Source: an optimization exercise on an open RTL-to-GDS flow (aim: a short achievable clock period and few clock cycles). Production flows keep margins and buffers that such runs may drop.
Function was checked by simulation only, so behaviour that the tests miss may differ from the original.
Power and IR drop assume default switching activity.

## cpu
module cpu(
    input clk,
    input nrst,
    output halt,
    output bit1_cp2,
    output bit2_cp3,
    output [2:0] io_address,
    output [7:0] dataout,
    input skip_flag,
    input clearacc,
    input [7:0] datain,
    output [11:0] address,
    output [11:0] write_data,
    output write_enable,
    output mem_load,
    input [11:0] read_data,
    input mem_ready
);
reg s_fetch;    
reg s_ptr;      
reg s_oprd;     
reg s_write;    
reg s_iotf;     
reg s_halt;
reg p_none;
reg p_and;
reg p_tad;
reg p_clr;      
reg [11:0] pc;
reg [11:0] ir;
reg [11:0] ac;
reg l;
reg [11:0] md_g, md_p;
reg sk;
reg [11:0] addr_r;
reg [11:0] wd_r;
reg w_ac;
reg we_r;
reg ml_r;
reg [2:0] io_r;
assign address = addr_o;
assign write_data = wdo;
assign write_enable = we_r;
assign mem_load = ml_r;
assign halt = s_halt;
assign io_address = io_r;
assign dataout = acw[7:0];
assign bit1_cp2 = ir[1];
assign bit2_cp3 = ir[2];
reg [11:0] inc_r, neg_r;
reg a1s_r, a0s_r;
always @(posedge clk) begin
    inc_r <= p_clr ? 12'd1 : ac + 12'd1;
    neg_r <= p_clr ? 12'd0 : 12'd0 - ac;
    a1s_r <= ~p_clr & (&ac);
    a0s_r <= p_clr | ~(|ac);
end
wire pend_ok = p_none | p_clr;
wire [12:0] s3;
opr1_value u_opr1_value(
    .ac(ac), .l(l), .cla(ir[7]), .cll(ir[6]), .cma(ir[5]), .cml(ir[4]), .iac(ir[0]),
    .inc_r(inc_r), .neg_r(neg_r), .a1s_r(a1s_r), .a0s_r(a0s_r), .s3(s3));
reg q_none, q_rar, q_rtr, q_ral, q_rtl, q_bsw;
reg qs_none, qs_rar, qs_rtr, qs_ral, qs_rtl, qs_bsw;
reg g1w;
wire [12:0] tad_sum;
tad_add u_tad_add(.g(md_g), .p(md_p), .l(l), .sum(tad_sum));
wire [12:0] lac_v;
wire [11:0] wd_d;      
wire w_ac_n;           
wire [11:0] wdo_d;
acc_next u_acc_next(
    .l(l), .ac(ac), .md_g(md_g), .tad_sum(tad_sum), .s3(s3),
    .q_none(q_none), .q_rar(q_rar), .q_rtr(q_rtr), .q_ral(q_ral), .q_rtl(q_rtl), .q_bsw(q_bsw),
    .p_none(p_none), .p_and(p_and), .p_tad(p_tad), .p_clr(p_clr), .iotc(s_iotf),
  ...
Settings: LEC_CHECK=0, CAP_MARGIN=20, CORE_MARGIN=2, CORE_UTILIZATION=40, SETUP_SLACK_MARGIN=4.4, SLEW_MARGIN=20, SYNTH_HIERARCHICAL=1, SYNTH_MINIMUM_KEEP_SIZE=0, TNS_END_PERCENT=100; clock period 6.5 ns.
standard.sh (not shown) runs the stock make flow with config.mk's settings and CLKGATE_MAP_FILE= SYNTH_SCRIPT=/design/flow/synth_recipe.tcl, a recipe that flattens the netlist after the stock synthesis.
==> flow/flow/run.sh <==
#!/bin/bash
# Layout: the standard synthesis and layout, with two resizer settings
# changed: ports get a plain buf_6 instead of the smallest buffer (a slow
# delay cell in this library), and the resizer may swap cells across
# footprints (the platform's default ties each cell to its own footprint).
set -euo pipefail
bash standard.sh synth > synth.log 2>&1
bash standard.sh MATCH_CELL_FOOTPRINT=0 "BUFFER_PORTS_ARGS=-buffer_cell sky130_fd_sc_hd__buf_6" finish > layout.log 2>&1
Testbench counts at the start, summed over its fixed seeds: cycles 137,261.
Then changed:
--- a/flow/design.v
+++ b/flow/design.v
@@ -195,15 +195,15 @@
               7'd0};
 end
 wire [CW-1:0] c_d;
 take_pick #(.W(CW), .R(C_RESET)) u_c_pick(
     .fetchc(fetchc), .mem_ready(mem_ready), .t_iot(t_iot), .skip_flag(skip_flag),
     .g2skip(g2skip), .g1w(g1w), .nrst(nrst), .a(d_take), .b(d_else), .y(c_d));
-assign w_ac_n = fetchc ? (read_data[11:8] == 4'b0110)
-              : s_ptr ? (ir[11:9] == 3'd3)
-              : w_ac;
+take_pick #(.W(1), .R(1'b0)) u_wac_pick(
+    .fetchc(fetchc), .mem_ready(mem_ready), .t_iot(t_iot), .skip_flag(skip_flag),
+    .g2skip(g2skip), .g1w(g1w), .nrst(nrst), .a(d_take[11]), .b(d_else[11]), .y(w_ac_n));
 always @(posedge clk)
     {s_fetch, s_ptr, s_oprd, s_write, s_iotf, s_halt,
      p_none, p_and, p_tad, p_clr,
      q_none, q_rar, q_rtr, q_ral, q_rtl, q_bsw,
      t_sma, t_sza, t_snl, t_inv, t_iot,
      we_r, w_ac, ml_r, io_r,
=>
- critical path depth fell by 1
- setup slack is better by 50 ps
- via count fell by 2.0%
- sequential cell count is unchanged
- power fell by 2.0%
- final area fell by 1.7%
- final cell count fell by 1.1%
- sequential power hardly moves
- routed wire length fell by 2.2%
Testbench counts after the change, summed over its fixed seeds: cycles 137,261.


cpu, a different RTL version from the one above (not shown whole).
Size: about 1400 cells after synthesis, ~65 I/O pins, about 12000 sq um of cells after synthesis.
Design cpu, start of the top module:
module cpu(
    input clk,
    input nrst,
    output halt,
    output bit1_cp2,
    output bit2_cp3,
    output [2:0] io_address,
    output [7:0] dataout,
    input skip_flag,
    input clearacc,
    input [7:0] datain,
    output [11:0] address,
    output [11:0] write_data,
    output write_enable,
    output mem_load,
    input [11:0] read_data,
    input mem_ready
);
clock: 6.5 ns
lec_check: 0
cap_margin: 20
core_margin: 2
core_utilization: 40
setup_slack_margin: 4.0
slew_margin: 20
synth_hierarchical: 1
synth_minimum_keep_size: 0
tns_end_percent: 100
Scripts as last shown in full above: flow/flow/run.sh
Testbench counts at the start, summed over its fixed seeds: cycles 137,261.
Edit:
--- a/flow/design.v
+++ b/flow/design.v
@@ -36,13 +36,13 @@
 reg [11:0] wd_r;
 reg w_ac;
 reg we_r;
 reg ml_r;
 reg [2:0] io_r;
 assign address = addr_o;
-assign write_data = ({{4{w_ac3}}, {4{w_ac2}}, {4{w_ac1}}} & acw) | wd_r;
+assign write_data = acd | wd_r;
 assign write_enable = we_r;
 assign mem_load = ml_r;
 assign halt = s_halt;
 assign io_address = io_r;
 assign dataout = acw[7:0];
 assign bit1_cp2 = ir[1];
@@ -189,25 +189,15 @@
               7'd0, f};
 end
 wire [CW-1:0] c_d;
 take_pick #(.W(CW), .R(C_RESET)) u_c_pick(
     .fetchc(fetchc), .mem_ready(mem_ready), .t_iot(t_iot), .skip_flag(skip_flag),
     .g2skip(g2skip), .g1w(g1w), .nrst(nrst), .a(d_take), .b(d_else), .y(c_d));
-wire [2:0] w_ac_d;
-take_pick #(.W(1), .R(1'b0)) u_wac_pick1(
-    .fetchc(fetchc), .mem_ready(mem_ready), .t_iot(t_iot), .skip_flag(skip_flag),
-    .g2skip(g2skip), .g1w(g1w), .nrst(nrst), .a(d_take[12]), .b(d_else[12]), .y(w_ac_d[0]));
-take_pick #(.W(1), .R(1'b0)) u_wac_pick2(
-    .fetchc(fetchc), .mem_ready(mem_ready), .t_iot(t_iot), .skip_flag(skip_flag),
-    .g2skip(g2skip), .g1w(g1w), .nrst(nrst), .a(d_take[12]), .b(d_else[12]), .y(w_ac_d[1]));
-take_pick #(.W(1), .R(1'b0)) u_wac_pick3(
-    .fetchc(fetchc), .mem_ready(mem_ready), .t_iot(t_iot), .skip_flag(skip_flag),
-    .g2skip(g2skip), .g1w(g1w), .nrst(nrst), .a(d_take[12]), .b(d_else[12]), .y(w_ac_d[2]));
-reg w_ac1, w_ac2, w_ac3;
+reg [11:0] acd;
 always @(posedge clk)
-    {w_ac3, w_ac2, w_ac1} <= w_ac_d;
+    acd <= {12{c_d[12]}} & lac_w;    
 always @(posedge clk)
     {s_fetch, s_ptr, s_oprd, s_write, s_iotf, s_halt,
      p_none, p_and, p_tad, p_clr,
      q_none, q_rar, q_rtr, q_ral, q_rtl, q_bsw,
      t_sma, t_sza, t_snl, t_inv, t_iot,
      we_r, w_ac, ml_r, io_r,
=> Utilization grows by 0.64 points; wire length came out lower by 3.1%; power went up by 1.4%; design area rises by 1.1%; cell count falls by 0.33%; combinational power barely changes; via count is lower by 1.8%; sequential share of layout area increases by 0.52 points; register-to-register slack loses 0.05 ns; critical path depth does not change; setup slack degrades by 0.045 ns.
Testbench counts after the change, summed over its fixed seeds: cycles 137,261.

afterwards: timing with drivers on the ports:
How much do the figures lean on ideal ports? The routed layouts below were timed once more, with nothing changed but the port constraints. Step 1, drivers: a clkbuf_16 drives clk and a buf_2 each remaining input, both assumed. Step 2, shift: input delay + t, output delay - t, t = (earliest + latest rising clock arrival at the registers) / 2. This alone moves slack from input paths to output paths. Slacks: ideal ports / drivers / drivers and shift; pairs: ideal ports / drivers.
run	t (ns)	setup slack, ns	worst hold slack (ns)	worst slew at a driven data input, ns
the first run of note 1	0.496	4.131 / 4.131 / 3.656	0.474 / 0.474 / 0.474	0.28
the second run of note 1	0.509	4.181 / 4.006 / 3.497	0.473 / 0.473 / 0.473	0.24
the first run of note 2	0.491	4.055 / 4.023 / 3.674	0.472 / 0.472 / 0.472	0.08
the second run of note 2	0.487	4.010 / 3.988 / 3.564	0.487 / 0.487 / 0.487	0.09
After both steps every run listed still meets setup and hold. The setup slack of the second run of note 1, which loses most, moves by -0.175 ns with the drivers and by -0.684 ns with both steps.
